What follows belongs to an exercise in optimizing a design on an open flow for small area, a short achievable clock period and few clock cycles per item; a production flow would make more cautious choices.
Where RTL was checked, it was by simulation tests only, not by an equivalence proof against the original.
The RTL of run 2 was laid out without a check of its function.

==> flow/design.v, too long to show whole: its modules and the start of the top module <==
// module multipli: 1178 lines
module multipli
#(parameter int N = 32)
(
	input  logic                        CLOCK,
	input  logic                        RESET,
	input  logic                        START,
	input  logic signed [N-1:0]         A,B,
	output logic signed [2*N-1:0]       S,
	output logic                        END_MULT
);
  // ...
==> flow/flow/run.sh <==
#!/bin/bash
# Layout flow: the standard flow (standard.sh), with the port buffers
# that global placement inserts made from sky130_fd_sc_hd__buf_1 instead of
# the default pick; the resizer upsizes them where timing or slew needs it.
set -e
export BUFFER_PORTS_ARGS="-buffer_cell sky130_fd_sc_hd__buf_1"
bash standard.sh > standard.log 2>&1
==> flow/standard.sh <==
#!/bin/bash
# synth_recipe.tcl (not shown) runs the flow's synth.tcl, then flattens the netlist and writes it again
# the make line also repeats each setting of config.mk as NAME=value (left out here)
make -C /OpenROAD-flow-scripts/flow DESIGN_CONFIG=/design/flow/config.mk WORK_HOME=/design/flow/orfs CLKGATE_MAP_FILE= SYNTH_SCRIPT=/design/flow/synth_recipe.tcl "${@:-finish}"
==> flow/config.mk <==
export PLATFORM = sky130hd
export DESIGN_NAME = multipli
export DESIGN_NICKNAME = multipli
export VERILOG_FILES = /design/flow/design.v
export SDC_FILE = /design/flow/constraint.sdc
export NUM_CORES = 4
export LEC_CHECK = 0
export CAP_MARGIN = 20
export CORE_MARGIN = 2
export CORE_UTILIZATION = 60
export PLACE_DENSITY = 0.75
export SLEW_MARGIN = 20
==> flow/constraint.sdc <==
create_clock -name core_clock -period 5.0 [get_ports {CLOCK}]
set_input_delay 1.0000 -clock core_clock [delete_from_list [all_inputs] [get_ports {CLOCK}]]
set_output_delay 1.0000 -clock core_clock [all_outputs]
set_load 0.01 [all_outputs]
==> summary.txt, run 1 <==
Status
  – Run status: finished clean

Clock tree
  – Clock Latency Late Sink: 0.37 ns
  – Deepest clock path buffer count: 2
  – Post-CTS Setup Repair Bufs: 0
  – Cts bufs inserted: 9
  – H-tree depth: 3
  – CTS resizes: 0
  – Reg clk slew, reported paths: 0.08 ns

Detailed routing
  – DRT Pass-1 Iters: 6
  – WL final: 25,100 µm
  – Top Metal Used: met4

STA
  – Worst setup margin: 0.481 ns
  – Fin Clk Skew: 0.0190 ns

Layout
  – Regs by FF count: X: 39 flops, Y: 39 flops, LO: 24 flops
  – Nets: 1,241
  – Signal buf overhead: 5.92%
  – Inverters: 47
  – Buffers excl. clock: 149
  – Register area: 0.00316 mm²
  – Fin area: 0.0114 mm²
  – Fin util: 65.7%
  – Area grow syn2layout: 6.31%
  – Layout cells sized above 1: 7.88%

Die
  – I/O pins: 132

Critical path
  – Crit path buf inv count: 2
  – Crit path to: Y[20]
  – Crit. End Element: flop

Global routing
  – Largest net degree at the start of global routing: 63
  – Initial antenna violation count: 1
  – Vias in the first global route: 7,387
  – GRT met3 Usage: 3.69%

Yosys
  – Avg Inst Size Synth: 11.3 µm²
  – Top_reg_cell synth: edfxtp_1
  – Syn nets: 1,199
  – Area contributors post-synth: edfxtp_1 28%, fa_1 18%, xnor2_1 11%, ha_1 9.1%, a22oi_1 8.5%
Testbench counts, summed over its fixed seeds: cycles 7,992, items 1,600.
==> module multipli, before the edit <==
module multipli
#(parameter int N = 32)
(
	input  logic                        CLOCK,
	input  logic                        RESET,
	input  logic                        START,
	input  logic signed [N-1:0]         A,B,
	output logic signed [2*N-1:0]       S,
	output logic                        END_MULT
);
logic [1:0] COUNT;
logic [40:0] X, Y;
logic [23:0] LO;
logic XB;
logic go, first, last;
assign go    = START & ~END_MULT;
assign first = (COUNT == 2'd0);
assign last  = (COUNT == 2'd3);
logic [8:0] ab;
assign ab = first ? {A[7:0], 1'b0} : {LO[7:0], XB};
logic [3:0] one, two, ng;
logic [32:0] m [4];
logic [32:0] Bl, Bh;
assign Bl = {B[31], B};
assign Bh = {B, 1'b0};
always_comb begin
    for (int i = 0; i < 4; i++) begin
        one[i] = ab[2*i] ^ ab[2*i+1];
        two[i] = (ab[2*i+2] & ~ab[2*i+1] & ~ab[2*i]) | (~ab[2*i+2] & ab[2*i+1] & ab[2*i]);
        ng[i]  = ab[2*i+2] & ~(ab[2*i+1] & ab[2*i]);
        m[i]   = (({33{one[i]}} & Bl) | ({33{two[i]}} & Bh)) ^ {33{ng[i]}};
    end
end
logic fa_p0, fa_g0;
assign fa_p0 = X[0] ^ Y[0];
assign fa_g0 = X[0] & Y[0];
logic fa_p1, fa_g1;
assign fa_p1 = X[1] ^ Y[1];
assign fa_g1 = X[1] & Y[1];
logic fa_p2, fa_g2;
assign fa_p2 = X[2] ^ Y[2];
assign fa_g2 = X[2] & Y[2];
logic fa_p3, fa_g3;
assign fa_p3 = X[3] ^ Y[3];
assign fa_g3 = X[3] & Y[3];
logic fa_p4, fa_g4;
assign fa_p4 = X[4] ^ Y[4];
assign fa_g4 = X[4] & Y[4];
logic fa_p5, fa_g5;
assign fa_p5 = X[5] ^ Y[5];
assign fa_g5 = X[5] & Y[5];
logic fa_p6, fa_g6;
assign fa_p6 = X[6] ^ Y[6];
assign fa_g6 = X[6] & Y[6];
logic fa_p7, fa_g7;
assign fa_p7 = X[7] ^ Y[7];
assign fa_g7 = X[7] & Y[7];
logic fa_p8, fa_g8;
assign fa_p8 = X[8] ^ Y[8];
assign fa_g8 = X[8] & Y[8];
logic fa_p9, fa_g9;
assign fa_p9 = X[9] ^ Y[9];
assign fa_g9 = X[9] & Y[9];
logic fa_p10, fa_g10;
assign fa_p10 = X[10] ^ Y[10];
assign fa_g10 = X[10] & Y[10];
logic fa_p11, fa_g11;
assign fa_p11 = X[11] ^ Y[11];
assign fa_g11 = X[11] & Y[11];
logic fa_p12, fa_g12;
assign fa_p12 = X[12] ^ Y[12];
assign fa_g12 = X[12] & Y[12];
logic fa_p13, fa_g13;
assign fa_p13 = X[13] ^ Y[13];
assign fa_g13 = X[13] & Y[13];
logic fa_p14, fa_g14;
assign fa_p14 = X[14] ^ Y[14];
assign fa_g14 = X[14] & Y[14];
logic fa_p15, fa_g15;
assign fa_p15 = X[15] ^ Y[15];
assign fa_g15 = X[15] & Y[15];
logic fa_p16, fa_g16;
assign fa_p16 = X[16] ^ Y[16];
assign fa_g16 = X[16] & Y[16];
logic fa_p17, fa_g17;
assign fa_p17 = X[17] ^ Y[17];
assign fa_g17 = X[17] & Y[17];
logic fa_p18, fa_g18;
assign fa_p18 = X[18] ^ Y[18];
assign fa_g18 = X[18] & Y[18];
logic fa_p19, fa_g19;
assign fa_p19 = X[19] ^ Y[19];
assign fa_g19 = X[19] & Y[19];
logic fa_p20, fa_g20;
assign fa_p20 = X[20] ^ Y[20];
assign fa_g20 = X[20] & Y[20];
logic fa_p21, fa_g21;
assign fa_p21 = X[21] ^ Y[21];
assign fa_g21 = X[21] & Y[21];
logic fa_p22, fa_g22;
assign fa_p22 = X[22] ^ Y[22];
assign fa_g22 = X[22] & Y[22];
logic fa_p23, fa_g23;
assign fa_p23 = X[23] ^ Y[23];
assign fa_g23 = X[23] & Y[23];
logic fa_p24, fa_g24;
assign fa_p24 = X[24] ^ Y[24];
assign fa_g24 = X[24] & Y[24];
logic fa_p25, fa_g25;
assign fa_p25 = X[25] ^ Y[25];
assign fa_g25 = X[25] & Y[25];
logic fa_p26, fa_g26;
assign fa_p26 = X[26] ^ Y[26];
assign fa_g26 = X[26] & Y[26];
logic fa_p27, fa_g27;
assign fa_p27 = X[27] ^ Y[27];
assign fa_g27 = X[27] & Y[27];
logic fa_p28, fa_g28;
assign fa_p28 = X[28] ^ Y[28];
assign fa_g28 = X[28] & Y[28];
logic fa_p29, fa_g29;
assign fa_p29 = X[29] ^ Y[29];
assign fa_g29 = X[29] & Y[29];
logic fa_p30, fa_g30;
assign fa_p30 = X[30] ^ Y[30];
assign fa_g30 = X[30] & Y[30];
logic fa_p31, fa_g31;
assign fa_p31 = X[31] ^ Y[31];
assign fa_g31 = X[31] & Y[31];
logic fa_p32, fa_g32;
assign fa_p32 = X[32] ^ Y[32];
assign fa_g32 = X[32] & Y[32];
logic fa_p33, fa_g33;
assign fa_p33 = X[33] ^ Y[33];
assign fa_g33 = X[33] & Y[33];
logic fa_p34, fa_g34;
assign fa_p34 = X[34] ^ Y[34];
assign fa_g34 = X[34] & Y[34];
logic fa_p35, fa_g35;
assign fa_p35 = X[35] ^ Y[35];
assign fa_g35 = X[35] & Y[35];
logic fa_p36, fa_g36;
assign fa_p36 = X[36] ^ Y[36];
assign fa_g36 = X[36] & Y[36];
logic fa_p37, fa_g37;
assign fa_p37 = X[37] ^ Y[37];
assign fa_g37 = X[37] & Y[37];
logic fa_p38, fa_g38;
assign fa_p38 = X[38] ^ Y[38];
assign fa_g38 = X[38] & Y[38];
logic fa_p39, fa_g39;
assign fa_p39 = X[39] ^ Y[39];
assign fa_g39 = X[39] & Y[39];
logic fa_p40, fa_g40;
assign fa_p40 = X[40] ^ Y[40];
assign fa_g40 = X[40] & Y[40];
logic fa_G0_1, fa_P0_1;
assign fa_G0_1 = fa_g0 | (fa_p0 & 1'b0);
assign fa_P0_1 = fa_p0 & 1'b0;
logic fa_G0_3, fa_P0_3;
assign fa_G0_3 = fa_g2 | (fa_p2 & fa_g1);
assign fa_P0_3 = fa_p2 & fa_p1;
logic fa_G0_5, fa_P0_5;
assign fa_G0_5 = fa_g4 | (fa_p4 & fa_g3);
assign fa_P0_5 = fa_p4 & fa_p3;
logic fa_G0_7, fa_P0_7;
assign fa_G0_7 = fa_g6 | (fa_p6 & fa_g5);
assign fa_P0_7 = fa_p6 & fa_p5;
logic fa_G0_9, fa_P0_9;
assign fa_G0_9 = fa_g8 | (fa_p8 & fa_g7);
assign fa_P0_9 = fa_p8 & fa_p7;
logic fa_G0_11, fa_P0_11;
assign fa_G0_11 = fa_g10 | (fa_p10 & fa_g9);
assign fa_P0_11 = fa_p10 & fa_p9;
logic fa_G0_13, fa_P0_13;
assign fa_G0_13 = fa_g12 | (fa_p12 & fa_g11);
assign fa_P0_13 = fa_p12 & fa_p11;
logic fa_G0_15, fa_P0_15;
assign fa_G0_15 = fa_g14 | (fa_p14 & fa_g13);
assign fa_P0_15 = fa_p14 & fa_p13;
logic fa_G0_17, fa_P0_17;
assign fa_G0_17 = fa_g16 | (fa_p16 & fa_g15);
assign fa_P0_17 = fa_p16 & fa_p15;
logic fa_G0_19, fa_P0_19;
assign fa_G0_19 = fa_g18 | (fa_p18 & fa_g17);
assign fa_P0_19 = fa_p18 & fa_p17;
logic fa_G0_21, fa_P0_21;
assign fa_G0_21 = fa_g20 | (fa_p20 & fa_g19);
assign fa_P0_21 = fa_p20 & fa_p19;
logic fa_G0_23, fa_P0_23;
assign fa_G0_23 = fa_g22 | (fa_p22 & fa_g21);
assign fa_P0_23 = fa_p22 & fa_p21;
logic fa_G0_25, fa_P0_25;
assign fa_G0_25 = fa_g24 | (fa_p24 & fa_g23);
assign fa_P0_25 = fa_p24 & fa_p23;
logic fa_G0_27, fa_P0_27;
assign fa_G0_27 = fa_g26 | (fa_p26 & fa_g25);
assign fa_P0_27 = fa_p26 & fa_p25;
logic fa_G0_29, fa_P0_29;
assign fa_G0_29 = fa_g28 | (fa_p28 & fa_g27);
assign fa_P0_29 = fa_p28 & fa_p27;
logic fa_G0_31, fa_P0_31;
assign fa_G0_31 = fa_g30 | (fa_p30 & fa_g29);
assign fa_P0_31 = fa_p30 & fa_p29;
logic fa_G0_33, fa_P0_33;
assign fa_G0_33 = fa_g32 | (fa_p32 & fa_g31);
assign fa_P0_33 = fa_p32 & fa_p31;
logic fa_G0_35, fa_P0_35;
assign fa_G0_35 = fa_g34 | (fa_p34 & fa_g33);
assign fa_P0_35 = fa_p34 & fa_p33;
logic fa_G0_37, fa_P0_37;
assign fa_G0_37 = fa_g36 | (fa_p36 & fa_g35);
assign fa_P0_37 = fa_p36 & fa_p35;
logic fa_G0_39, fa_P0_39;
assign fa_G0_39 = fa_g38 | (fa_p38 & fa_g37);
assign fa_P0_39 = fa_p38 & fa_p37;
logic fa_G0_41, fa_P0_41;
assign fa_G0_41 = fa_g40 | (fa_p40 & fa_g39);
assign fa_P0_41 = fa_p40 & fa_p39;
logic fa_G1_2, fa_P1_2;
assign fa_G1_2 = fa_g1 | (fa_p1 & fa_G0_1);
assign fa_P1_2 = fa_p1 & fa_P0_1;
logic fa_G1_3, fa_P1_3;
assign fa_G1_3 = fa_G0_3 | (fa_P0_3 & fa_G0_1);
assign fa_P1_3 = fa_P0_3 & fa_P0_1;
logic fa_G1_6, fa_P1_6;
assign fa_G1_6 = fa_g5 | (fa_p5 & fa_G0_5);
assign fa_P1_6 = fa_p5 & fa_P0_5;
logic fa_G1_7, fa_P1_7;
assign fa_G1_7 = fa_G0_7 | (fa_P0_7 & fa_G0_5);
assign fa_P1_7 = fa_P0_7 & fa_P0_5;
logic fa_G1_10, fa_P1_10;
assign fa_G1_10 = fa_g9 | (fa_p9 & fa_G0_9);
assign fa_P1_10 = fa_p9 & fa_P0_9;
logic fa_G1_11, fa_P1_11;
assign fa_G1_11 = fa_G0_11 | (fa_P0_11 & fa_G0_9);
assign fa_P1_11 = fa_P0_11 & fa_P0_9;
logic fa_G1_14, fa_P1_14;
assign fa_G1_14 = fa_g13 | (fa_p13 & fa_G0_13);
assign fa_P1_14 = fa_p13 & fa_P0_13;
logic fa_G1_15, fa_P1_15;
assign fa_G1_15 = fa_G0_15 | (fa_P0_15 & fa_G0_13);
assign fa_P1_15 = fa_P0_15 & fa_P0_13;
logic fa_G1_18, fa_P1_18;
assign fa_G1_18 = fa_g17 | (fa_p17 & fa_G0_17);
assign fa_P1_18 = fa_p17 & fa_P0_17;
logic fa_G1_19, fa_P1_19;
assign fa_G1_19 = fa_G0_19 | (fa_P0_19 & fa_G0_17);
assign fa_P1_19 = fa_P0_19 & fa_P0_17;
logic fa_G1_22, fa_P1_22;
assign fa_G1_22 = fa_g21 | (fa_p21 & fa_G0_21);
assign fa_P1_22 = fa_p21 & fa_P0_21;
logic fa_G1_23, fa_P1_23;
assign fa_G1_23 = fa_G0_23 | (fa_P0_23 & fa_G0_21);
assign fa_P1_23 = fa_P0_23 & fa_P0_21;
logic fa_G1_26, fa_P1_26;
assign fa_G1_26 = fa_g25 | (fa_p25 & fa_G0_25);
assign fa_P1_26 = fa_p25 & fa_P0_25;
logic fa_G1_27, fa_P1_27;
assign fa_G1_27 = fa_G0_27 | (fa_P0_27 & fa_G0_25);
assign fa_P1_27 = fa_P0_27 & fa_P0_25;
logic fa_G1_30, fa_P1_30;
assign fa_G1_30 = fa_g29 | (fa_p29 & fa_G0_29);
assign fa_P1_30 = fa_p29 & fa_P0_29;
logic fa_G1_31, fa_P1_31;
assign fa_G1_31 = fa_G0_31 | (fa_P0_31 & fa_G0_29);
assign fa_P1_31 = fa_P0_31 & fa_P0_29;
logic fa_G1_34, fa_P1_34;
assign fa_G1_34 = fa_g33 | (fa_p33 & fa_G0_33);
assign fa_P1_34 = fa_p33 & fa_P0_33;
logic fa_G1_35, fa_P1_35;
assign fa_G1_35 = fa_G0_35 | (fa_P0_35 & fa_G0_33);
assign fa_P1_35 = fa_P0_35 & fa_P0_33;
logic fa_G1_38, fa_P1_38;
assign fa_G1_38 = fa_g37 | (fa_p37 & fa_G0_37);
assign fa_P1_38 = fa_p37 & fa_P0_37;
logic fa_G1_39, fa_P1_39;
assign fa_G1_39 = fa_G0_39 | (fa_P0_39 & fa_G0_37);
assign fa_P1_39 = fa_P0_39 & fa_P0_37;
logic fa_G2_4, fa_P2_4;
assign fa_G2_4 = fa_g3 | (fa_p3 & fa_G1_3);
assign fa_P2_4 = fa_p3 & fa_P1_3;
logic fa_G2_5, fa_P2_5;
assign fa_G2_5 = fa_G0_5 | (fa_P0_5 & fa_G1_3);
assign fa_P2_5 = fa_P0_5 & fa_P1_3;
logic fa_G2_6, fa_P2_6;
assign fa_G2_6 = fa_G1_6 | (fa_P1_6 & fa_G1_3);
assign fa_P2_6 = fa_P1_6 & fa_P1_3;
logic fa_G2_7, fa_P2_7;
assign fa_G2_7 = fa_G1_7 | (fa_P1_7 & fa_G1_3);
assign fa_P2_7 = fa_P1_7 & fa_P1_3;
logic fa_G2_12, fa_P2_12;
assign fa_G2_12 = fa_g11 | (fa_p11 & fa_G1_11);
assign fa_P2_12 = fa_p11 & fa_P1_11;
logic fa_G2_13, fa_P2_13;
assign fa_G2_13 = fa_G0_13 | (fa_P0_13 & fa_G1_11);
assign fa_P2_13 = fa_P0_13 & fa_P1_11;
logic fa_G2_14, fa_P2_14;
assign fa_G2_14 = fa_G1_14 | (fa_P1_14 & fa_G1_11);
assign fa_P2_14 = fa_P1_14 & fa_P1_11;
logic fa_G2_15, fa_P2_15;
assign fa_G2_15 = fa_G1_15 | (fa_P1_15 & fa_G1_11);
assign fa_P2_15 = fa_P1_15 & fa_P1_11;
logic fa_G2_20, fa_P2_20;
assign fa_G2_20 = fa_g19 | (fa_p19 & fa_G1_19);
assign fa_P2_20 = fa_p19 & fa_P1_19;
logic fa_G2_21, fa_P2_21;
assign fa_G2_21 = fa_G0_21 | (fa_P0_21 & fa_G1_19);
assign fa_P2_21 = fa_P0_21 & fa_P1_19;
logic fa_G2_22, fa_P2_22;
assign fa_G2_22 = fa_G1_22 | (fa_P1_22 & fa_G1_19);
assign fa_P2_22 = fa_P1_22 & fa_P1_19;
logic fa_G2_23, fa_P2_23;
assign fa_G2_23 = fa_G1_23 | (fa_P1_23 & fa_G1_19);
assign fa_P2_23 = fa_P1_23 & fa_P1_19;
logic fa_G2_28, fa_P2_28;
assign fa_G2_28 = fa_g27 | (fa_p27 & fa_G1_27);
assign fa_P2_28 = fa_p27 & fa_P1_27;
logic fa_G2_29, fa_P2_29;
assign fa_G2_29 = fa_G0_29 | (fa_P0_29 & fa_G1_27);
assign fa_P2_29 = fa_P0_29 & fa_P1_27;
logic fa_G2_30, fa_P2_30;
assign fa_G2_30 = fa_G1_30 | (fa_P1_30 & fa_G1_27);
assign fa_P2_30 = fa_P1_30 & fa_P1_27;
logic fa_G2_31, fa_P2_31;
assign fa_G2_31 = fa_G1_31 | (fa_P1_31 & fa_G1_27);
assign fa_P2_31 = fa_P1_31 & fa_P1_27;
logic fa_G2_36, fa_P2_36;
assign fa_G2_36 = fa_g35 | (fa_p35 & fa_G1_35);
assign fa_P2_36 = fa_p35 & fa_P1_35;
logic fa_G2_37, fa_P2_37;
assign fa_G2_37 = fa_G0_37 | (fa_P0_37 & fa_G1_35);
assign fa_P2_37 = fa_P0_37 & fa_P1_35;
logic fa_G2_38, fa_P2_38;
assign fa_G2_38 = fa_G1_38 | (fa_P1_38 & fa_G1_35);
assign fa_P2_38 = fa_P1_38 & fa_P1_35;
logic fa_G2_39, fa_P2_39;
assign fa_G2_39 = fa_G1_39 | (fa_P1_39 & fa_G1_35);
assign fa_P2_39 = fa_P1_39 & fa_P1_35;
logic fa_G3_8, fa_P3_8;
assign fa_G3_8 = fa_g7 | (fa_p7 & fa_G2_7);
assign fa_P3_8 = fa_p7 & fa_P2_7;
logic fa_G3_9, fa_P3_9;
assign fa_G3_9 = fa_G0_9 | (fa_P0_9 & fa_G2_7);
assign fa_P3_9 = fa_P0_9 & fa_P2_7;
logic fa_G3_10, fa_P3_10;
assign fa_G3_10 = fa_G1_10 | (fa_P1_10 & fa_G2_7);
assign fa_P3_10 = fa_P1_10 & fa_P2_7;
logic fa_G3_11, fa_P3_11;
assign fa_G3_11 = fa_G1_11 | (fa_P1_11 & fa_G2_7);
assign fa_P3_11 = fa_P1_11 & fa_P2_7;
logic fa_G3_12, fa_P3_12;
assign fa_G3_12 = fa_G2_12 | (fa_P2_12 & fa_G2_7);
assign fa_P3_12 = fa_P2_12 & fa_P2_7;
logic fa_G3_13, fa_P3_13;
assign fa_G3_13 = fa_G2_13 | (fa_P2_13 & fa_G2_7);
assign fa_P3_13 = fa_P2_13 & fa_P2_7;
logic fa_G3_14, fa_P3_14;
assign fa_G3_14 = fa_G2_14 | (fa_P2_14 & fa_G2_7);
assign fa_P3_14 = fa_P2_14 & fa_P2_7;
logic fa_G3_15, fa_P3_15;
assign fa_G3_15 = fa_G2_15 | (fa_P2_15 & fa_G2_7);
assign fa_P3_15 = fa_P2_15 & fa_P2_7;
logic fa_G3_24, fa_P3_24;
assign fa_G3_24 = fa_g23 | (fa_p23 & fa_G2_23);
assign fa_P3_24 = fa_p23 & fa_P2_23;
logic fa_G3_25, fa_P3_25;
assign fa_G3_25 = fa_G0_25 | (fa_P0_25 & fa_G2_23);
assign fa_P3_25 = fa_P0_25 & fa_P2_23;
logic fa_G3_26, fa_P3_26;
assign fa_G3_26 = fa_G1_26 | (fa_P1_26 & fa_G2_23);
assign fa_P3_26 = fa_P1_26 & fa_P2_23;
logic fa_G3_27, fa_P3_27;
assign fa_G3_27 = fa_G1_27 | (fa_P1_27 & fa_G2_23);
assign fa_P3_27 = fa_P1_27 & fa_P2_23;
logic fa_G3_28, fa_P3_28;
assign fa_G3_28 = fa_G2_28 | (fa_P2_28 & fa_G2_23);
assign fa_P3_28 = fa_P2_28 & fa_P2_23;
logic fa_G3_29, fa_P3_29;
assign fa_G3_29 = fa_G2_29 | (fa_P2_29 & fa_G2_23);
assign fa_P3_29 = fa_P2_29 & fa_P2_23;
logic fa_G3_30, fa_P3_30;
assign fa_G3_30 = fa_G2_30 | (fa_P2_30 & fa_G2_23);
assign fa_P3_30 = fa_P2_30 & fa_P2_23;
logic fa_G3_31, fa_P3_31;
assign fa_G3_31 = fa_G2_31 | (fa_P2_31 & fa_G2_23);
assign fa_P3_31 = fa_P2_31 & fa_P2_23;
logic fa_G3_40, fa_P3_40;
assign fa_G3_40 = fa_g39 | (fa_p39 & fa_G2_39);
assign fa_P3_40 = fa_p39 & fa_P2_39;
logic fa_G3_41, fa_P3_41;
assign fa_G3_41 = fa_G0_41 | (fa_P0_41 & fa_G2_39);
assign fa_P3_41 = fa_P0_41 & fa_P2_39;
logic fa_G4_16, fa_P4_16;
assign fa_G4_16 = fa_g15 | (fa_p15 & fa_G3_15);
assign fa_P4_16 = fa_p15 & fa_P3_15;
logic fa_G4_17, fa_P4_17;
assign fa_G4_17 = fa_G0_17 | (fa_P0_17 & fa_G3_15);
assign fa_P4_17 = fa_P0_17 & fa_P3_15;
logic fa_G4_18, fa_P4_18;
assign fa_G4_18 = fa_G1_18 | (fa_P1_18 & fa_G3_15);
assign fa_P4_18 = fa_P1_18 & fa_P3_15;
logic fa_G4_19, fa_P4_19;
assign fa_G4_19 = fa_G1_19 | (fa_P1_19 & fa_G3_15);
assign fa_P4_19 = fa_P1_19 & fa_P3_15;
logic fa_G4_20, fa_P4_20;
assign fa_G4_20 = fa_G2_20 | (fa_P2_20 & fa_G3_15);
assign fa_P4_20 = fa_P2_20 & fa_P3_15;
logic fa_G4_21, fa_P4_21;
assign fa_G4_21 = fa_G2_21 | (fa_P2_21 & fa_G3_15);
assign fa_P4_21 = fa_P2_21 & fa_P3_15;
logic fa_G4_22, fa_P4_22;
assign fa_G4_22 = fa_G2_22 | (fa_P2_22 & fa_G3_15);
assign fa_P4_22 = fa_P2_22 & fa_P3_15;
logic fa_G4_23, fa_P4_23;
assign fa_G4_23 = fa_G2_23 | (fa_P2_23 & fa_G3_15);
assign fa_P4_23 = fa_P2_23 & fa_P3_15;
logic fa_G4_24, fa_P4_24;
assign fa_G4_24 = fa_G3_24 | (fa_P3_24 & fa_G3_15);
assign fa_P4_24 = fa_P3_24 & fa_P3_15;
logic fa_G4_25, fa_P4_25;
assign fa_G4_25 = fa_G3_25 | (fa_P3_25 & fa_G3_15);
assign fa_P4_25 = fa_P3_25 & fa_P3_15;
logic fa_G4_26, fa_P4_26;
assign fa_G4_26 = fa_G3_26 | (fa_P3_26 & fa_G3_15);
assign fa_P4_26 = fa_P3_26 & fa_P3_15;
logic fa_G4_27, fa_P4_27;
assign fa_G4_27 = fa_G3_27 | (fa_P3_27 & fa_G3_15);
assign fa_P4_27 = fa_P3_27 & fa_P3_15;
logic fa_G4_28, fa_P4_28;
assign fa_G4_28 = fa_G3_28 | (fa_P3_28 & fa_G3_15);
assign fa_P4_28 = fa_P3_28 & fa_P3_15;
logic fa_G4_29, fa_P4_29;
assign fa_G4_29 = fa_G3_29 | (fa_P3_29 & fa_G3_15);
assign fa_P4_29 = fa_P3_29 & fa_P3_15;
logic fa_G4_30, fa_P4_30;
assign fa_G4_30 = fa_G3_30 | (fa_P3_30 & fa_G3_15);
assign fa_P4_30 = fa_P3_30 & fa_P3_15;
logic fa_G4_31, fa_P4_31;
assign fa_G4_31 = fa_G3_31 | (fa_P3_31 & fa_G3_15);
assign fa_P4_31 = fa_P3_31 & fa_P3_15;
logic fa_G5_32, fa_P5_32;
assign fa_G5_32 = fa_g31 | (fa_p31 & fa_G4_31);
assign fa_P5_32 = fa_p31 & fa_P4_31;
logic fa_G5_33, fa_P5_33;
assign fa_G5_33 = fa_G0_33 | (fa_P0_33 & fa_G4_31);
assign fa_P5_33 = fa_P0_33 & fa_P4_31;
logic fa_G5_34, fa_P5_34;
assign fa_G5_34 = fa_G1_34 | (fa_P1_34 & fa_G4_31);
assign fa_P5_34 = fa_P1_34 & fa_P4_31;
logic fa_G5_35, fa_P5_35;
assign fa_G5_35 = fa_G1_35 | (fa_P1_35 & fa_G4_31);
assign fa_P5_35 = fa_P1_35 & fa_P4_31;
logic fa_G5_36, fa_P5_36;
assign fa_G5_36 = fa_G2_36 | (fa_P2_36 & fa_G4_31);
assign fa_P5_36 = fa_P2_36 & fa_P4_31;
logic fa_G5_37, fa_P5_37;
assign fa_G5_37 = fa_G2_37 | (fa_P2_37 & fa_G4_31);
assign fa_P5_37 = fa_P2_37 & fa_P4_31;
logic fa_G5_38, fa_P5_38;
assign fa_G5_38 = fa_G2_38 | (fa_P2_38 & fa_G4_31);
assign fa_P5_38 = fa_P2_38 & fa_P4_31;
logic fa_G5_39, fa_P5_39;
assign fa_G5_39 = fa_G2_39 | (fa_P2_39 & fa_G4_31);
assign fa_P5_39 = fa_P2_39 & fa_P4_31;
logic fa_G5_40, fa_P5_40;
assign fa_G5_40 = fa_G3_40 | (fa_P3_40 & fa_G4_31);
assign fa_P5_40 = fa_P3_40 & fa_P4_31;
logic fa_G5_41, fa_P5_41;
assign fa_G5_41 = fa_G3_41 | (fa_P3_41 & fa_G4_31);
assign fa_P5_41 = fa_P3_41 & fa_P4_31;
logic fa_s0;
assign fa_s0 = fa_p0 ^ 1'b0;
logic fa_s1;
assign fa_s1 = fa_p1 ^ fa_G0_1;
logic fa_s2;
assign fa_s2 = fa_p2 ^ fa_G1_2;
logic fa_s3;
assign fa_s3 = fa_p3 ^ fa_G1_3;
logic fa_s4;
assign fa_s4 = fa_p4 ^ fa_G2_4;
logic fa_s5;
assign fa_s5 = fa_p5 ^ fa_G2_5;
logic fa_s6;
assign fa_s6 = fa_p6 ^ fa_G2_6;
logic fa_s7;
assign fa_s7 = fa_p7 ^ fa_G2_7;
logic fa_s8;
assign fa_s8 = fa_p8 ^ fa_G3_8;
logic fa_s9;
assign fa_s9 = fa_p9 ^ fa_G3_9;
logic fa_s10;
assign fa_s10 = fa_p10 ^ fa_G3_10;
logic fa_s11;
assign fa_s11 = fa_p11 ^ fa_G3_11;
logic fa_s12;
assign fa_s12 = fa_p12 ^ fa_G3_12;
logic fa_s13;
assign fa_s13 = fa_p13 ^ fa_G3_13;
logic fa_s14;
assign fa_s14 = fa_p14 ^ fa_G3_14;
logic fa_s15;
assign fa_s15 = fa_p15 ^ fa_G3_15;
logic fa_s16;
assign fa_s16 = fa_p16 ^ fa_G4_16;
logic fa_s17;
assign fa_s17 = fa_p17 ^ fa_G4_17;
logic fa_s18;
assign fa_s18 = fa_p18 ^ fa_G4_18;
logic fa_s19;
assign fa_s19 = fa_p19 ^ fa_G4_19;
logic fa_s20;
assign fa_s20 = fa_p20 ^ fa_G4_20;
logic fa_s21;
assign fa_s21 = fa_p21 ^ fa_G4_21;
logic fa_s22;
assign fa_s22 = fa_p22 ^ fa_G4_22;
logic fa_s23;
assign fa_s23 = fa_p23 ^ fa_G4_23;
logic fa_s24;
assign fa_s24 = fa_p24 ^ fa_G4_24;
logic fa_s25;
assign fa_s25 = fa_p25 ^ fa_G4_25;
logic fa_s26;
assign fa_s26 = fa_p26 ^ fa_G4_26;
logic fa_s27;
assign fa_s27 = fa_p27 ^ fa_G4_27;
logic fa_s28;
assign fa_s28 = fa_p28 ^ fa_G4_28;
logic fa_s29;
assign fa_s29 = fa_p29 ^ fa_G4_29;
logic fa_s30;
assign fa_s30 = fa_p30 ^ fa_G4_30;
logic fa_s31;
assign fa_s31 = fa_p31 ^ fa_G4_31;
logic fa_s32;
assign fa_s32 = fa_p32 ^ fa_G5_32;
logic fa_s33;
assign fa_s33 = fa_p33 ^ fa_G5_33;
logic fa_s34;
assign fa_s34 = fa_p34 ^ fa_G5_34;
logic fa_s35;
assign fa_s35 = fa_p35 ^ fa_G5_35;
logic fa_s36;
assign fa_s36 = fa_p36 ^ fa_G5_36;
logic fa_s37;
assign fa_s37 = fa_p37 ^ fa_G5_37;
logic fa_s38;
assign fa_s38 = fa_p38 ^ fa_G5_38;
logic fa_s39;
assign fa_s39 = fa_p39 ^ fa_G5_39;
logic fa_s40;
assign fa_s40 = fa_p40 ^ fa_G5_40;
logic [40:0] F;
assign F = {fa_s40, fa_s39, fa_s38, fa_s37, fa_s36, fa_s35, fa_s34, fa_s33, fa_s32, fa_s31, fa_s30, fa_s29, fa_s28, fa_s27, fa_s26, fa_s25, fa_s24, fa_s23, fa_s22, fa_s21, fa_s20, fa_s19, fa_s18, fa_s17, fa_s16, fa_s15, fa_s14, fa_s13, fa_s12, fa_s11, fa_s10, fa_s9, fa_s8, fa_s7, fa_s6, fa_s5, fa_s4, fa_s3, fa_s2, fa_s1, fa_s0};
logic [32:0] ag;
assign ag = F[40:8] & {33{~first}};
logic hs0;
logic hc0;
logic hs1;
logic hc1;
logic fs0;
logic fc0;
logic hs2;
logic hc2;
logic fs1;
logic fc1;
logic hs3;
logic hc3;
logic fs2;
logic fc2;
logic hs4;
logic hc4;
logic fs3;
logic fc3;
logic hs5;
logic hc5;
logic fs4;
logic fc4;
logic hs6;
logic hc6;
logic fs5;
logic fc5;
logic hs7;
logic hc7;
logic fs6;
logic fc6;
logic hs8;
logic hc8;
logic fs7;
logic fc7;
logic hs9;
logic hc9;
logic fs8;
logic fc8;
logic hs10;
logic hc10;
logic fs9;
logic fc9;
logic hs11;
logic hc11;
logic fs10;
logic fc10;
logic hs12;
logic hc12;
logic fs11;
logic fc11;
logic hs13;
logic hc13;
logic fs12;
logic fc12;
logic hs14;
logic hc14;
logic fs13;
logic fc13;
logic hs15;
logic hc15;
logic fs14;
logic fc14;
logic hs16;
logic hc16;
logic fs15;
logic fc15;
logic hs17;
logic hc17;
logic fs16;
logic fc16;
logic hs18;
logic hc18;
logic fs17;
logic fc17;
logic hs19;
logic hc19;
logic fs18;
logic fc18;
logic hs20;
logic hc20;
logic fs19;
logic fc19;
logic hs21;
logic hc21;
logic fs20;
logic fc20;
logic hs22;
logic hc22;
logic fs21;
logic fc21;
logic hs23;
logic hc23;
logic fs22;
logic fc22;
logic hs24;
logic hc24;
logic fs23;
logic fc23;
logic hs25;
logic hc25;
logic fs24;
logic fc24;
logic hs26;
logic hc26;
logic fs25;
logic fc25;
logic hs27;
logic hc27;
logic fs26;
logic fc26;
logic hs28;
logic hc28;
logic fs27;
logic fc27;
logic hs29;
logic hc29;
logic hs30;
logic hc30;
logic fs28;
logic fc28;
logic fs29;
logic fc29;
logic fs30;
logic fc30;
logic fs31;
logic fc31;
logic fs32;
logic fc32;
logic fs33;
logic fc33;
logic fs34;
logic fc34;
logic fs35;
logic fc35;
logic fs36;
logic fc36;
logic fs37;
logic fc37;
logic fs38;
logic fc38;
logic fs39;
logic fc39;
logic fs40;
logic fc40;
logic fs41;
logic fc41;
logic fs42;
logic fc42;
logic fs43;
logic fc43;
logic fs44;
logic fc44;
logic fs45;
logic fc45;
logic fs46;
logic fc46;
logic fs47;
logic fc47;
logic fs48;
logic fc48;
logic fs49;
logic fc49;
logic fs50;
logic fc50;
logic fs51;
logic fc51;
logic fs52;
logic fc52;
logic fs53;
logic fc53;
logic fs54;
logic fc54;
logic fs55;
logic fc55;
logic fs56;
logic fc56;
logic fs57;
logic fc57;
logic fs58;
logic fc58;
logic hs31;
logic hc31;
logic hs32;
logic hc32;
logic hs33;
logic hc33;
logic fs59;
logic fc59;
logic fs60;
logic fc60;
logic fs61;
logic fc61;
logic fs62;
logic fc62;
logic fs63;
logic fc63;
logic fs64;
logic fc64;
logic fs65;
logic fc65;
logic fs66;
logic fc66;
logic fs67;
logic fc67;
logic fs68;
logic fc68;
logic fs69;
logic fc69;
logic fs70;
logic fc70;
logic fs71;
logic fc71;
logic fs72;
logic fc72;
logic fs73;
logic fc73;
logic fs74;
logic fc74;
logic fs75;
logic fc75;
logic fs76;
logic fc76;
logic fs77;
logic fc77;
logic fs78;
logic fc78;
logic fs79;
logic fc79;
logic fs80;
logic fc80;
logic fs81;
logic fc81;
logic fs82;
logic fc82;
logic fs83;
logic fc83;
logic fs84;
logic fc84;
logic fs85;
logic fc85;
logic fs86;
logic fc86;
logic fs87;
logic fc87;
logic fs88;
logic fc88;
logic fs89;
logic fc89;
logic fs90;
logic fc90;
logic fs91;
logic fc91;
logic fs92;
logic fc92;
logic fs93;
logic fc93;
logic hs34;
logic hc34;
assign hs0 = ng[2] ^ m[0][4];
assign hc0 = ng[2] & m[0][4];
assign hs1 = m[0][5] ^ m[1][3];
assign hc1 = m[0][5] & m[1][3];
assign fs0 = ng[3] ^ m[0][6] ^ m[1][4];
assign fc0 = (ng[3] & m[0][6]) | (ng[3] & m[1][4]) | (m[0][6] & m[1][4]);
assign hs2 = m[2][2] ^ m[3][0];
assign hc2 = m[2][2] & m[3][0];
assign fs1 = m[0][7] ^ m[1][5] ^ m[2][3];
assign fc1 = (m[0][7] & m[1][5]) | (m[0][7] & m[2][3]) | (m[1][5] & m[2][3]);
assign hs3 = m[3][1] ^ ag[7];
assign hc3 = m[3][1] & ag[7];
assign fs2 = m[0][8] ^ m[1][6] ^ m[2][4];
assign fc2 = (m[0][8] & m[1][6]) | (m[0][8] & m[2][4]) | (m[1][6] & m[2][4]);
assign hs4 = m[3][2] ^ ag[8];
assign hc4 = m[3][2] & ag[8];
assign fs3 = m[0][9] ^ m[1][7] ^ m[2][5];
assign fc3 = (m[0][9] & m[1][7]) | (m[0][9] & m[2][5]) | (m[1][7] & m[2][5]);
assign hs5 = m[3][3] ^ ag[9];
assign hc5 = m[3][3] & ag[9];
assign fs4 = m[0][10] ^ m[1][8] ^ m[2][6];
assign fc4 = (m[0][10] & m[1][8]) | (m[0][10] & m[2][6]) | (m[1][8] & m[2][6]);
assign hs6 = m[3][4] ^ ag[10];
assign hc6 = m[3][4] & ag[10];
assign fs5 = m[0][11] ^ m[1][9] ^ m[2][7];
assign fc5 = (m[0][11] & m[1][9]) | (m[0][11] & m[2][7]) | (m[1][9] & m[2][7]);
assign hs7 = m[3][5] ^ ag[11];
assign hc7 = m[3][5] & ag[11];
assign fs6 = m[0][12] ^ m[1][10] ^ m[2][8];
assign fc6 = (m[0][12] & m[1][10]) | (m[0][12] & m[2][8]) | (m[1][10] & m[2][8]);
assign hs8 = m[3][6] ^ ag[12];
assign hc8 = m[3][6] & ag[12];
assign fs7 = m[0][13] ^ m[1][11] ^ m[2][9];
assign fc7 = (m[0][13] & m[1][11]) | (m[0][13] & m[2][9]) | (m[1][11] & m[2][9]);
assign hs9 = m[3][7] ^ ag[13];
assign hc9 = m[3][7] & ag[13];
assign fs8 = m[0][14] ^ m[1][12] ^ m[2][10];
assign fc8 = (m[0][14] & m[1][12]) | (m[0][14] & m[2][10]) | (m[1][12] & m[2][10]);
assign hs10 = m[3][8] ^ ag[14];
assign hc10 = m[3][8] & ag[14];
assign fs9 = m[0][15] ^ m[1][13] ^ m[2][11];
assign fc9 = (m[0][15] & m[1][13]) | (m[0][15] & m[2][11]) | (m[1][13] & m[2][11]);
assign hs11 = m[3][9] ^ ag[15];
assign hc11 = m[3][9] & ag[15];
assign fs10 = m[0][16] ^ m[1][14] ^ m[2][12];
assign fc10 = (m[0][16] & m[1][14]) | (m[0][16] & m[2][12]) | (m[1][14] & m[2][12]);
assign hs12 = m[3][10] ^ ag[16];
assign hc12 = m[3][10] & ag[16];
assign fs11 = m[0][17] ^ m[1][15] ^ m[2][13];
assign fc11 = (m[0][17] & m[1][15]) | (m[0][17] & m[2][13]) | (m[1][15] & m[2][13]);
assign hs13 = m[3][11] ^ ag[17];
assign hc13 = m[3][11] & ag[17];
assign fs12 = m[0][18] ^ m[1][16] ^ m[2][14];
assign fc12 = (m[0][18] & m[1][16]) | (m[0][18] & m[2][14]) | (m[1][16] & m[2][14]);
assign hs14 = m[3][12] ^ ag[18];
assign hc14 = m[3][12] & ag[18];
assign fs13 = m[0][19] ^ m[1][17] ^ m[2][15];
assign fc13 = (m[0][19] & m[1][17]) | (m[0][19] & m[2][15]) | (m[1][17] & m[2][15]);
assign hs15 = m[3][13] ^ ag[19];
assign hc15 = m[3][13] & ag[19];
assign fs14 = m[0][20] ^ m[1][18] ^ m[2][16];
assign fc14 = (m[0][20] & m[1][18]) | (m[0][20] & m[2][16]) | (m[1][18] & m[2][16]);
assign hs16 = m[3][14] ^ ag[20];
assign hc16 = m[3][14] & ag[20];
assign fs15 = m[0][21] ^ m[1][19] ^ m[2][17];
assign fc15 = (m[0][21] & m[1][19]) | (m[0][21] & m[2][17]) | (m[1][19] & m[2][17]);
assign hs17 = m[3][15] ^ ag[21];
assign hc17 = m[3][15] & ag[21];
assign fs16 = m[0][22] ^ m[1][20] ^ m[2][18];
assign fc16 = (m[0][22] & m[1][20]) | (m[0][22] & m[2][18]) | (m[1][20] & m[2][18]);
assign hs18 = m[3][16] ^ ag[22];
assign hc18 = m[3][16] & ag[22];
assign fs17 = m[0][23] ^ m[1][21] ^ m[2][19];
assign fc17 = (m[0][23] & m[1][21]) | (m[0][23] & m[2][19]) | (m[1][21] & m[2][19]);
assign hs19 = m[3][17] ^ ag[23];
assign hc19 = m[3][17] & ag[23];
assign fs18 = m[0][24] ^ m[1][22] ^ m[2][20];
assign fc18 = (m[0][24] & m[1][22]) | (m[0][24] & m[2][20]) | (m[1][22] & m[2][20]);
assign hs20 = m[3][18] ^ ag[24];
assign hc20 = m[3][18] & ag[24];
assign fs19 = m[0][25] ^ m[1][23] ^ m[2][21];
assign fc19 = (m[0][25] & m[1][23]) | (m[0][25] & m[2][21]) | (m[1][23] & m[2][21]);
assign hs21 = m[3][19] ^ ag[25];
assign hc21 = m[3][19] & ag[25];
assign fs20 = m[0][26] ^ m[1][24] ^ m[2][22];
assign fc20 = (m[0][26] & m[1][24]) | (m[0][26] & m[2][22]) | (m[1][24] & m[2][22]);
assign hs22 = m[3][20] ^ ag[26];
assign hc22 = m[3][20] & ag[26];
assign fs21 = m[0][27] ^ m[1][25] ^ m[2][23];
assign fc21 = (m[0][27] & m[1][25]) | (m[0][27] & m[2][23]) | (m[1][25] & m[2][23]);
assign hs23 = m[3][21] ^ ag[27];
assign hc23 = m[3][21] & ag[27];
assign fs22 = m[0][28] ^ m[1][26] ^ m[2][24];
assign fc22 = (m[0][28] & m[1][26]) | (m[0][28] & m[2][24]) | (m[1][26] & m[2][24]);
assign hs24 = m[3][22] ^ ag[28];
assign hc24 = m[3][22] & ag[28];
assign fs23 = m[0][29] ^ m[1][27] ^ m[2][25];
assign fc23 = (m[0][29] & m[1][27]) | (m[0][29] & m[2][25]) | (m[1][27] & m[2][25]);
assign hs25 = m[3][23] ^ ag[29];
assign hc25 = m[3][23] & ag[29];
assign fs24 = m[0][30] ^ m[1][28] ^ m[2][26];
assign fc24 = (m[0][30] & m[1][28]) | (m[0][30] & m[2][26]) | (m[1][28] & m[2][26]);
assign hs26 = m[3][24] ^ ag[30];
assign hc26 = m[3][24] & ag[30];
assign fs25 = m[0][31] ^ m[1][29] ^ m[2][27];
assign fc25 = (m[0][31] & m[1][29]) | (m[0][31] & m[2][27]) | (m[1][29] & m[2][27]);
assign hs27 = m[3][25] ^ ag[31];
assign hc27 = m[3][25] & ag[31];
assign fs26 = ~m[0][32] ^ m[1][30] ^ m[2][28];
assign fc26 = (~m[0][32] & m[1][30]) | (~m[0][32] & m[2][28]) | (m[1][30] & m[2][28]);
assign hs28 = m[3][26] ^ ~ag[32];
assign hc28 = m[3][26] & ~ag[32];
assign fs27 = 1'b1 ^ m[1][31] ^ m[2][29];
assign fc27 = (1'b1 & m[1][31]) | (1'b1 & m[2][29]) | (m[1][31] & m[2][29]);
assign hs29 = ng[1] ^ m[0][2];
assign hc29 = ng[1] & m[0][2];
assign hs30 = m[0][3] ^ m[1][1];
assign hc30 = m[0][3] & m[1][1];
assign fs28 = m[1][2] ^ m[2][0] ^ hs0;
assign fc28 = (m[1][2] & m[2][0]) | (m[1][2] & hs0) | (m[2][0] & hs0);
assign fs29 = m[2][1] ^ hc0 ^ hs1;
assign fc29 = (m[2][1] & hc0) | (m[2][1] & hs1) | (hc0 & hs1);
assign fs30 = hc1 ^ hs2 ^ ag[6];
assign fc30 = (hc1 & hs2) | (hc1 & ag[6]) | (hs2 & ag[6]);
assign fs31 = hc2 ^ fc0 ^ fs1;
assign fc31 = (hc2 & fc0) | (hc2 & fs1) | (fc0 & fs1);
assign fs32 = fc1 ^ fs2 ^ hc3;
assign fc32 = (fc1 & fs2) | (fc1 & hc3) | (fs2 & hc3);
assign fs33 = fc2 ^ fs3 ^ hc4;
assign fc33 = (fc2 & fs3) | (fc2 & hc4) | (fs3 & hc4);
assign fs34 = fc3 ^ fs4 ^ hc5;
assign fc34 = (fc3 & fs4) | (fc3 & hc5) | (fs4 & hc5);
assign fs35 = fc4 ^ fs5 ^ hc6;
assign fc35 = (fc4 & fs5) | (fc4 & hc6) | (fs5 & hc6);
assign fs36 = fc5 ^ fs6 ^ hc7;
assign fc36 = (fc5 & fs6) | (fc5 & hc7) | (fs6 & hc7);
assign fs37 = fc6 ^ fs7 ^ hc8;
assign fc37 = (fc6 & fs7) | (fc6 & hc8) | (fs7 & hc8);
assign fs38 = fc7 ^ fs8 ^ hc9;
assign fc38 = (fc7 & fs8) | (fc7 & hc9) | (fs8 & hc9);
assign fs39 = fc8 ^ fs9 ^ hc10;
assign fc39 = (fc8 & fs9) | (fc8 & hc10) | (fs9 & hc10);
assign fs40 = fc9 ^ fs10 ^ hc11;
assign fc40 = (fc9 & fs10) | (fc9 & hc11) | (fs10 & hc11);
assign fs41 = fc10 ^ fs11 ^ hc12;
assign fc41 = (fc10 & fs11) | (fc10 & hc12) | (fs11 & hc12);
assign fs42 = fc11 ^ fs12 ^ hc13;
assign fc42 = (fc11 & fs12) | (fc11 & hc13) | (fs12 & hc13);
assign fs43 = fc12 ^ fs13 ^ hc14;
assign fc43 = (fc12 & fs13) | (fc12 & hc14) | (fs13 & hc14);
assign fs44 = fc13 ^ fs14 ^ hc15;
assign fc44 = (fc13 & fs14) | (fc13 & hc15) | (fs14 & hc15);
assign fs45 = fc14 ^ fs15 ^ hc16;
assign fc45 = (fc14 & fs15) | (fc14 & hc16) | (fs15 & hc16);
assign fs46 = fc15 ^ fs16 ^ hc17;
assign fc46 = (fc15 & fs16) | (fc15 & hc17) | (fs16 & hc17);
assign fs47 = fc16 ^ fs17 ^ hc18;
assign fc47 = (fc16 & fs17) | (fc16 & hc18) | (fs17 & hc18);
assign fs48 = fc17 ^ fs18 ^ hc19;
assign fc48 = (fc17 & fs18) | (fc17 & hc19) | (fs18 & hc19);
assign fs49 = fc18 ^ fs19 ^ hc20;
assign fc49 = (fc18 & fs19) | (fc18 & hc20) | (fs19 & hc20);
assign fs50 = fc19 ^ fs20 ^ hc21;
assign fc50 = (fc19 & fs20) | (fc19 & hc21) | (fs20 & hc21);
assign fs51 = fc20 ^ fs21 ^ hc22;
assign fc51 = (fc20 & fs21) | (fc20 & hc22) | (fs21 & hc22);
assign fs52 = fc21 ^ fs22 ^ hc23;
assign fc52 = (fc21 & fs22) | (fc21 & hc23) | (fs22 & hc23);
assign fs53 = fc22 ^ fs23 ^ hc24;
assign fc53 = (fc22 & fs23) | (fc22 & hc24) | (fs23 & hc24);
assign fs54 = fc23 ^ fs24 ^ hc25;
assign fc54 = (fc23 & fs24) | (fc23 & hc25) | (fs24 & hc25);
assign fs55 = fc24 ^ fs25 ^ hc26;
assign fc55 = (fc24 & fs25) | (fc24 & hc26) | (fs25 & hc26);
assign fs56 = fc25 ^ fs26 ^ hc27;
assign fc56 = (fc25 & fs26) | (fc25 & hc27) | (fs26 & hc27);
assign fs57 = m[3][27] ^ fc26 ^ fs27;
assign fc57 = (m[3][27] & fc26) | (m[3][27] & fs27) | (fc26 & fs27);
assign fs58 = ~m[1][32] ^ m[2][30] ^ m[3][28];
assign fc58 = (~m[1][32] & m[2][30]) | (~m[1][32] & m[3][28]) | (m[2][30] & m[3][28]);
assign hs31 = 1'b1 ^ m[2][31];
assign hc31 = 1'b1 & m[2][31];
assign hs32 = ng[0] ^ m[0][0];
assign hc32 = ng[0] & m[0][0];
assign hs33 = m[0][1] ^ ag[1];
assign hc33 = m[0][1] & ag[1];
assign fs59 = m[1][0] ^ hs29 ^ ag[2];
assign fc59 = (m[1][0] & hs29) | (m[1][0] & ag[2]) | (hs29 & ag[2]);
assign fs60 = hc29 ^ hs30 ^ ag[3];
assign fc60 = (hc29 & hs30) | (hc29 & ag[3]) | (hs30 & ag[3]);
assign fs61 = hc30 ^ ag[4] ^ fs28;
assign fc61 = (hc30 & ag[4]) | (hc30 & fs28) | (ag[4] & fs28);
assign fs62 = ag[5] ^ fc28 ^ fs29;
assign fc62 = (ag[5] & fc28) | (ag[5] & fs29) | (fc28 & fs29);
assign fs63 = fs0 ^ fc29 ^ fs30;
assign fc63 = (fs0 & fc29) | (fs0 & fs30) | (fc29 & fs30);
assign fs64 = hs3 ^ fc30 ^ fs31;
assign fc64 = (hs3 & fc30) | (hs3 & fs31) | (fc30 & fs31);
assign fs65 = hs4 ^ fc31 ^ fs32;
assign fc65 = (hs4 & fc31) | (hs4 & fs32) | (fc31 & fs32);
assign fs66 = hs5 ^ fc32 ^ fs33;
assign fc66 = (hs5 & fc32) | (hs5 & fs33) | (fc32 & fs33);
assign fs67 = hs6 ^ fc33 ^ fs34;
assign fc67 = (hs6 & fc33) | (hs6 & fs34) | (fc33 & fs34);
assign fs68 = hs7 ^ fc34 ^ fs35;
assign fc68 = (hs7 & fc34) | (hs7 & fs35) | (fc34 & fs35);
assign fs69 = hs8 ^ fc35 ^ fs36;
assign fc69 = (hs8 & fc35) | (hs8 & fs36) | (fc35 & fs36);
assign fs70 = hs9 ^ fc36 ^ fs37;
assign fc70 = (hs9 & fc36) | (hs9 & fs37) | (fc36 & fs37);
assign fs71 = hs10 ^ fc37 ^ fs38;
assign fc71 = (hs10 & fc37) | (hs10 & fs38) | (fc37 & fs38);
assign fs72 = hs11 ^ fc38 ^ fs39;
assign fc72 = (hs11 & fc38) | (hs11 & fs39) | (fc38 & fs39);
assign fs73 = hs12 ^ fc39 ^ fs40;
assign fc73 = (hs12 & fc39) | (hs12 & fs40) | (fc39 & fs40);
assign fs74 = hs13 ^ fc40 ^ fs41;
assign fc74 = (hs13 & fc40) | (hs13 & fs41) | (fc40 & fs41);
assign fs75 = hs14 ^ fc41 ^ fs42;
assign fc75 = (hs14 & fc41) | (hs14 & fs42) | (fc41 & fs42);
assign fs76 = hs15 ^ fc42 ^ fs43;
assign fc76 = (hs15 & fc42) | (hs15 & fs43) | (fc42 & fs43);
assign fs77 = hs16 ^ fc43 ^ fs44;
assign fc77 = (hs16 & fc43) | (hs16 & fs44) | (fc43 & fs44);
assign fs78 = hs17 ^ fc44 ^ fs45;
assign fc78 = (hs17 & fc44) | (hs17 & fs45) | (fc44 & fs45);
assign fs79 = hs18 ^ fc45 ^ fs46;
assign fc79 = (hs18 & fc45) | (hs18 & fs46) | (fc45 & fs46);
assign fs80 = hs19 ^ fc46 ^ fs47;
assign fc80 = (hs19 & fc46) | (hs19 & fs47) | (fc46 & fs47);
assign fs81 = hs20 ^ fc47 ^ fs48;
assign fc81 = (hs20 & fc47) | (hs20 & fs48) | (fc47 & fs48);
assign fs82 = hs21 ^ fc48 ^ fs49;
assign fc82 = (hs21 & fc48) | (hs21 & fs49) | (fc48 & fs49);
assign fs83 = hs22 ^ fc49 ^ fs50;
assign fc83 = (hs22 & fc49) | (hs22 & fs50) | (fc49 & fs50);
assign fs84 = hs23 ^ fc50 ^ fs51;
assign fc84 = (hs23 & fc50) | (hs23 & fs51) | (fc50 & fs51);
assign fs85 = hs24 ^ fc51 ^ fs52;
assign fc85 = (hs24 & fc51) | (hs24 & fs52) | (fc51 & fs52);
assign fs86 = hs25 ^ fc52 ^ fs53;
assign fc86 = (hs25 & fc52) | (hs25 & fs53) | (fc52 & fs53);
assign fs87 = hs26 ^ fc53 ^ fs54;
assign fc87 = (hs26 & fc53) | (hs26 & fs54) | (fc53 & fs54);
assign fs88 = hs27 ^ fc54 ^ fs55;
assign fc88 = (hs27 & fc54) | (hs27 & fs55) | (fc54 & fs55);
assign fs89 = hs28 ^ fc55 ^ fs56;
assign fc89 = (hs28 & fc55) | (hs28 & fs56) | (fc55 & fs56);
assign fs90 = hc28 ^ fc56 ^ fs57;
assign fc90 = (hc28 & fc56) | (hc28 & fs57) | (fc56 & fs57);
assign fs91 = fc27 ^ fs58 ^ fc57;
assign fc91 = (fc27 & fs58) | (fc27 & fc57) | (fs58 & fc57);
assign fs92 = m[3][29] ^ hs31 ^ fc58;
assign fc92 = (m[3][29] & hs31) | (m[3][29] & fc58) | (hs31 & fc58);
assign fs93 = ~m[2][32] ^ m[3][30] ^ hc31;
assign fc93 = (~m[2][32] & m[3][30]) | (~m[2][32] & hc31) | (m[3][30] & hc31);
assign hs34 = 1'b1 ^ m[3][31];
assign hc34 = 1'b1 & m[3][31];
always_ff @(posedge CLOCK or negedge RESET) begin
    if (!RESET) begin
        END_MULT <= 1'b0;
        COUNT    <= '0;
    end else begin
        if (go) begin
            COUNT    <= last ? '0 : COUNT + 1'b1;
            END_MULT <= last;
        end else if (!START) begin
            END_MULT <= 1'b0;
        end
    end
end
always_ff @(posedge CLOCK) begin
    if (!END_MULT) begin
        X[0] <= hs32;
        X[1] <= hc32;
        X[2] <= hc33;
        X[3] <= fc59;
        X[4] <= fc60;
        X[5] <= fc61;
        X[6] <= fc62;
        X[7] <= fc63;
        X[8] <= fc64;
        X[9] <= fc65;
        X[10] <= fc66;
        X[11] <= fc67;
        X[12] <= fc68;
        X[13] <= fc69;
        X[14] <= fc70;
        X[15] <= fc71;
        X[16] <= fc72;
        X[17] <= fc73;
        X[18] <= fc74;
        X[19] <= fc75;
        X[20] <= fc76;
        X[21] <= fc77;
        X[22] <= fc78;
        X[23] <= fc79;
        X[24] <= fc80;
        X[25] <= fc81;
        X[26] <= fc82;
        X[27] <= fc83;
        X[28] <= fc84;
        X[29] <= fc85;
        X[30] <= fc86;
        X[31] <= fc87;
        X[32] <= fc88;
        X[33] <= fc89;
        X[34] <= fc90;
        X[35] <= fc91;
        X[36] <= fc92;
        X[37] <= fc93;
        X[38] <= hc34;
        X[39] <= 1'b1;
        X[40] <= 1'b1;
        Y[0] <= ag[0];
        Y[1] <= hs33;
        Y[2] <= fs59;
        Y[3] <= fs60;
        Y[4] <= fs61;
        Y[5] <= fs62;
        Y[6] <= fs63;
        Y[7] <= fs64;
        Y[8] <= fs65;
        Y[9] <= fs66;
        Y[10] <= fs67;
        Y[11] <= fs68;
        Y[12] <= fs69;
        Y[13] <= fs70;
        Y[14] <= fs71;
        Y[15] <= fs72;
        Y[16] <= fs73;
        Y[17] <= fs74;
        Y[18] <= fs75;
        Y[19] <= fs76;
        Y[20] <= fs77;
        Y[21] <= fs78;
        Y[22] <= fs79;
        Y[23] <= fs80;
        Y[24] <= fs81;
        Y[25] <= fs82;
        Y[26] <= fs83;
        Y[27] <= fs84;
        Y[28] <= fs85;
        Y[29] <= fs86;
        Y[30] <= fs87;
        Y[31] <= fs88;
        Y[32] <= fs89;
        Y[33] <= fs90;
        Y[34] <= fs91;
        Y[35] <= fs92;
        Y[36] <= fs93;
        Y[37] <= hs34;
        Y[38] <= ~m[3][32];
        Y[39] <= 1'b0;
        Y[40] <= 1'b0;
        LO <= first ? A[31:8] : {F[7:0], LO[23:8]};
    end
end
always_ff @(posedge CLOCK) begin
    XB <= first ? A[7] : LO[7];
end
assign S = {F[39:0], LO};
endmodule
==> run 2: changes to the inputs <==
--- a/flow/design.v
+++ b/flow/design.v
@@ -13,23 +13,32 @@
 logic [23:0] LO;
 logic XB;
 logic go, first, last;
+logic [1:0] NF;     
 assign go    = START & ~END_MULT;
-assign first = (COUNT == 2'd0);
+assign first = ~NF[0];
 assign last  = (COUNT == 2'd3);
-logic [8:0] ab;
-assign ab = first ? {A[7:0], 1'b0} : {LO[7:0], XB};
-logic [3:0] one, two, ng;
+logic [8:0] ab [2];
+always_comb
+    for (int k = 0; k < 2; k++)
+        ab[k] = NF[k] ? {LO[7:0], XB} : {A[7:0], 1'b0};
+logic [3:0] one [2], two [2], ng [2];
 logic [32:0] m [4];
 logic [32:0] Bl, Bh;
 assign Bl = {B[31], B};
 assign Bh = {B, 1'b0};
 always_comb begin
-    for (int i = 0; i < 4; i++) begin
-        one[i] = ab[2*i] ^ ab[2*i+1];
-        two[i] = (ab[2*i+2] & ~ab[2*i+1] & ~ab[2*i]) | (~ab[2*i+2] & ab[2*i+1] & ab[2*i]);
-        ng[i]  = ab[2*i+2] & ~(ab[2*i+1] & ab[2*i]);
-        m[i]   = (({33{one[i]}} & Bl) | ({33{two[i]}} & Bh)) ^ {33{ng[i]}};
-    end
+    for (int k = 0; k < 2; k++)
+        for (int i = 0; i < 4; i++) begin
+            one[k][i] = ab[k][2*i] ^ ab[k][2*i+1];
+            two[k][i] = (ab[k][2*i+2] & ~ab[k][2*i+1] & ~ab[k][2*i]) | (~ab[k][2*i+2] & ab[k][2*i+1] & ab[k][2*i]);
+            ng[k][i]  = ab[k][2*i+2] & ~(ab[k][2*i+1] & ab[k][2*i]);
+        end
+    for (int i = 0; i < 4; i++)
+        for (int j = 0; j < 33; j++) begin
+            int k;
+            k = j * 2 / 33;
+            m[i][j] = ((one[k][i] & Bl[j]) | (two[k][i] & Bh[j])) ^ ng[k][i];
+        end
 end
 logic fa_p0, fa_g0;
 assign fa_p0 = X[0] ^ Y[0];
@@ -813,12 +822,12 @@
 logic fc93;
 logic hs34;
 logic hc34;
-assign hs0 = ng[2] ^ m[0][4];
-assign hc0 = ng[2] & m[0][4];
+assign hs0 = ng[0][2] ^ m[0][4];
+assign hc0 = ng[0][2] & m[0][4];
 assign hs1 = m[0][5] ^ m[1][3];
 assign hc1 = m[0][5] & m[1][3];
-assign fs0 = ng[3] ^ m[0][6] ^ m[1][4];
-assign fc0 = (ng[3] & m[0][6]) | (ng[3] & m[1][4]) | (m[0][6] & m[1][4]);
+assign fs0 = ng[0][3] ^ m[0][6] ^ m[1][4];
+assign fc0 = (ng[0][3] & m[0][6]) | (ng[0][3] & m[1][4]) | (m[0][6] & m[1][4]);
 assign hs2 = m[2][2] ^ m[3][0];
 assign hc2 = m[2][2] & m[3][0];
 assign fs1 = m[0][7] ^ m[1][5] ^ m[2][3];
@@ -927,8 +936,8 @@
 assign hc28 = m[3][26] & ~ag[32];
 assign fs27 = 1'b1 ^ m[1][31] ^ m[2][29];
 assign fc27 = (1'b1 & m[1][31]) | (1'b1 & m[2][29]) | (m[1][31] & m[2][29]);
-assign hs29 = ng[1] ^ m[0][2];
-assign hc29 = ng[1] & m[0][2];
+assign hs29 = ng[0][1] ^ m[0][2];
+assign hc29 = ng[0][1] & m[0][2];
 assign hs30 = m[0][3] ^ m[1][1];
 assign hc30 = m[0][3] & m[1][1];
 assign fs28 = m[1][2] ^ m[2][0] ^ hs0;
@@ -995,8 +1004,8 @@
 assign fc58 = (~m[1][32] & m[2][30]) | (~m[1][32] & m[3][28]) | (m[2][30] & m[3][28]);
 assign hs31 = 1'b1 ^ m[2][31];
 assign hc31 = 1'b1 & m[2][31];
-assign hs32 = ng[0] ^ m[0][0];
-assign hc32 = ng[0] & m[0][0];
+assign hs32 = ng[0][0] ^ m[0][0];
+assign hc32 = ng[0][0] & m[0][0];
 assign hs33 = m[0][1] ^ ag[1];
 assign hc33 = m[0][1] & ag[1];
 assign fs59 = m[1][0] ^ hs29 ^ ag[2];
@@ -1075,10 +1084,12 @@
     if (!RESET) begin
         END_MULT <= 1'b0;
         COUNT    <= '0;
+        NF       <= '0;
     end else begin
         if (go) begin
             COUNT    <= last ? '0 : COUNT + 1'b1;
             END_MULT <= last;
+            NF       <= {2{~last}};
         end else if (!START) begin
             END_MULT <= 1'b0;
         end
@@ -1172,7 +1183,7 @@
     end
 end
 always_ff @(posedge CLOCK) begin
-    XB <= first ? A[7] : LO[7];
+    XB <= NF[0] ? LO[7] : A[7];
 end
 assign S = {F[39:0], LO};
 endmodule
--- a/flow/config.mk
+++ b/flow/config.mk
@@ -7,6 +7,5 @@
 export LEC_CHECK = 0
 export CAP_MARGIN = 20
 export CORE_MARGIN = 2
-export CORE_UTILIZATION = 60
-export PLACE_DENSITY = 0.75
+export CORE_UTILIZATION = 40
 export SLEW_MARGIN = 20
==> run 2 against run 1 <==
Effect of this change:
- hold slack gained 0.014 ns
- synthesized area grew 0.44%
- first-iteration DRC count grew 0.76%
- routed wire length grew 8.2%
- critical path type is now reg2out
- clock skew grew 0.0031 ns
- maximum frequency grew 2.6%
- die area grew 49%
==> summary.txt, run 2 <==
Status
  – Run status: finished clean

Clock tree
  – Post-CTS Setup Repair Bufs: 0 (unchanged)
  – Reg clk slew, reported paths: 0.09 ns (about the same)
  – CTS resizes: 0 (unchanged)
  – Root buffer cell: clkbuf_16
  – Deepest clock path buffer count: 2 (unchanged)
  – Cts bufs inserted: 9 (unchanged)
  – Clock Latency Late Sink: 0.38 ns (about the same)
  – H-tree depth: 3 (unchanged)

Detailed routing
  – WL final: 27,200 µm (+8.2%)
  – DRT Pass-1 Iters: 5 (-1)
  – Vias per cell: 5.52

Die
  – Die Y-Extent: 168 µm
  – Die area: 0.0284 mm²
  – I/O pins: 132 (unchanged)
  – Initial Utilization: 40.4%

Placed design
  – Placed inst area: 0.0113 mm²
  – Final HPWL DP: 20,300 µm

Critical path
  – CP Data Required Time: 4.00 ns
  – Critical Path Most Common Cell: and4_1
  – Slowest cell on the critical path: a21oi_2
  – Worst Setup Start Kind: flop
  – Crit. End Element: output port

Layout
  – Nets: 1,242 (+0.081%)
  – Fin area: 0.0116 mm² (+1.7%)
  – Layout cells sized above 1: 7.87% (about the same)
  – Area grow syn2layout: 7.66%
  – Regs by FF count: X: 39 flops, Y: 39 flops, LO: 24 flops
  – Fin util: 43.5% (-22 points)

STA
  – Count of pins over their slew limit: 0
  – Slew @ Worst Pin: 0.855 ns
  – Fin Clk Skew: 0.0221 ns (+0.00308 ns)
  – Endpoints failing hold: 0

Global routing
  – Initial antenna violation count: 1 (unchanged)
  – Largest net degree at the start of global routing: 63 (unchanged)
  – First-pass GRT wire length: 43,000 µm
  – Vias in the first global route: 7,350 (-0.50%)
  – Total grt overflow: 0

Yosys
  – Async SR Flop Fraction: 3.74%
  – Avg Inst Size Synth: 11.2 µm² (-0.29%)
  – Synthesis-stage register bit count: 107
  – Top-area cell type share of the netlist area: 28.3%
  – Top_reg_cell synth: edfxtp_1
  – Syn nets: 1,206 (+0.58%)
  – Area contributors post-synth: edfxtp_1 28%, fa_1 18%, xnor2_1 11%, ha_1 9.0%, a22oi_1 8.5%
  – Sequential-to-total area share from yosys stat: 29.4%

Job
  – Max-cap violation count: 0
==> run 2: changes by cell type after synthesis, moves of 4 or more <==
| cell | change |
|---|---|
| nor2_1 | +7 |
| a21oi_1 | -5 |
| mux2i_1 | +6 |
| nor3_1 | +6 |
| clkbuf_2 | -10 |
| clkbuf_1 | +13 |
| and3_1 | -7 |
| nand2b_1 | +4 |
| and2_1 | -9 |
==> run 2: critical path: cells and delay by family (launching register included) <==
family,cells,cell delay (ns)
fa+ha+maj,2,0.77
compound gates,3,0.72
simple gates,3,0.66
flops,1,0.40
xor+xnor,1,0.29
buf+inv,1,0.19
==> run 2: stage by stage <==
stage,cells,setup slack [ns],hold WS [ns]
after global placement,1329,0.594,0.490
final,1345,0.596,0.445
after detailed placement,1329,0.554,0.505
after global routing,1345,0.393,0.457
after floorplan,963,0.991,0.480
after CTS,1345,0.589,0.447
==> run 2: logic make-up after synthesis <==
logic type / share of synthesized area, %
compound gates: 13.8
fa+ha+maj: 27.2
xor+xnor: 12.7
mux: 3.91
buf+inv: 7.55
flops: 29.4
simple gates: 5.38
==> run 2: final timing paths <==
path | from | endpoint | slack [ns]
worst min register to register | COUNT[0] | COUNT[0] | 0.52
min in group core_clock | COUNT[0] | COUNT[0] | 0.52
worst min-delay path | RESET | END_MULT | 0.45
worst max register to register | X[1] | Y[17] | 0.64
worst max-delay path | X[12] | S[56] | 0.60
max in group asynchronous | RESET | NF[0] | 4.35
==> run 2: layer usage <==
metal | vias up | track usage, % | share of wire [%]
met1 | 3743 | 28.1 | 47
met5 | - | 0 | 0.044
met2 | 231 | 31.5 | 46
li1 | 3434 | - | -
met4 | 2 | 4.12 | 1.4
met3 | 19 | 2.87 | 4.9
==> run 2: area by class of cell <==
| type | instances | area (µm²) | area share [%] |
|---|---|---|---|
| multi-input cells | 692 | 6870 | 59.0 |
| flip-flops and latches | 107 | 3180 | 27.4 |
| repair buffers | 147 | 662 | 5.69 |
| well taps | 341 | 427 | 3.67 |
| clock buffers | 9 | 225 | 1.94 |
| inverters | 42 | 160 | 1.38 |
| clock inverters | 7 | 109 | 0.935 |

[what the ideal ports hide]
How much do the figures lean on ideal ports? The routed layouts below were timed once more, with nothing changed but the port constraints. Step 1 (the two cells are an assumption about what drives the block):
set clk [get_ports {CLOCK}]
set_driving_cell -lib_cell sky130_fd_sc_hd__clkbuf_16 $clk
set_driving_cell -lib_cell sky130_fd_sc_hd__buf_2 [delete_from_list [all_inputs] $clk]
Step 2 also shifts input and output timing later by t, the mid clock arrival at the registers, as if the neighbouring blocks saw the same clock. Three values: no drivers, after step 1, after step 2; two values: the first two.
run | shift t [ns] | slack for setup (ns) | worst register clock-pin slew, ns | cell pins on the clock port's net
run 1 | 0.400 | 0.481 / 0.481 / 0.466 | 0.09 / 0.09 | 1
run 2 | 0.412 | 0.596 / 0.549 / 0.507 | 0.10 / 0.10 | 1
After both steps setup and hold are still met in every run listed. For run 2, which loses most, drivers alone change the setup slack by -0.047 ns; drivers and shift together by -0.089 ns.
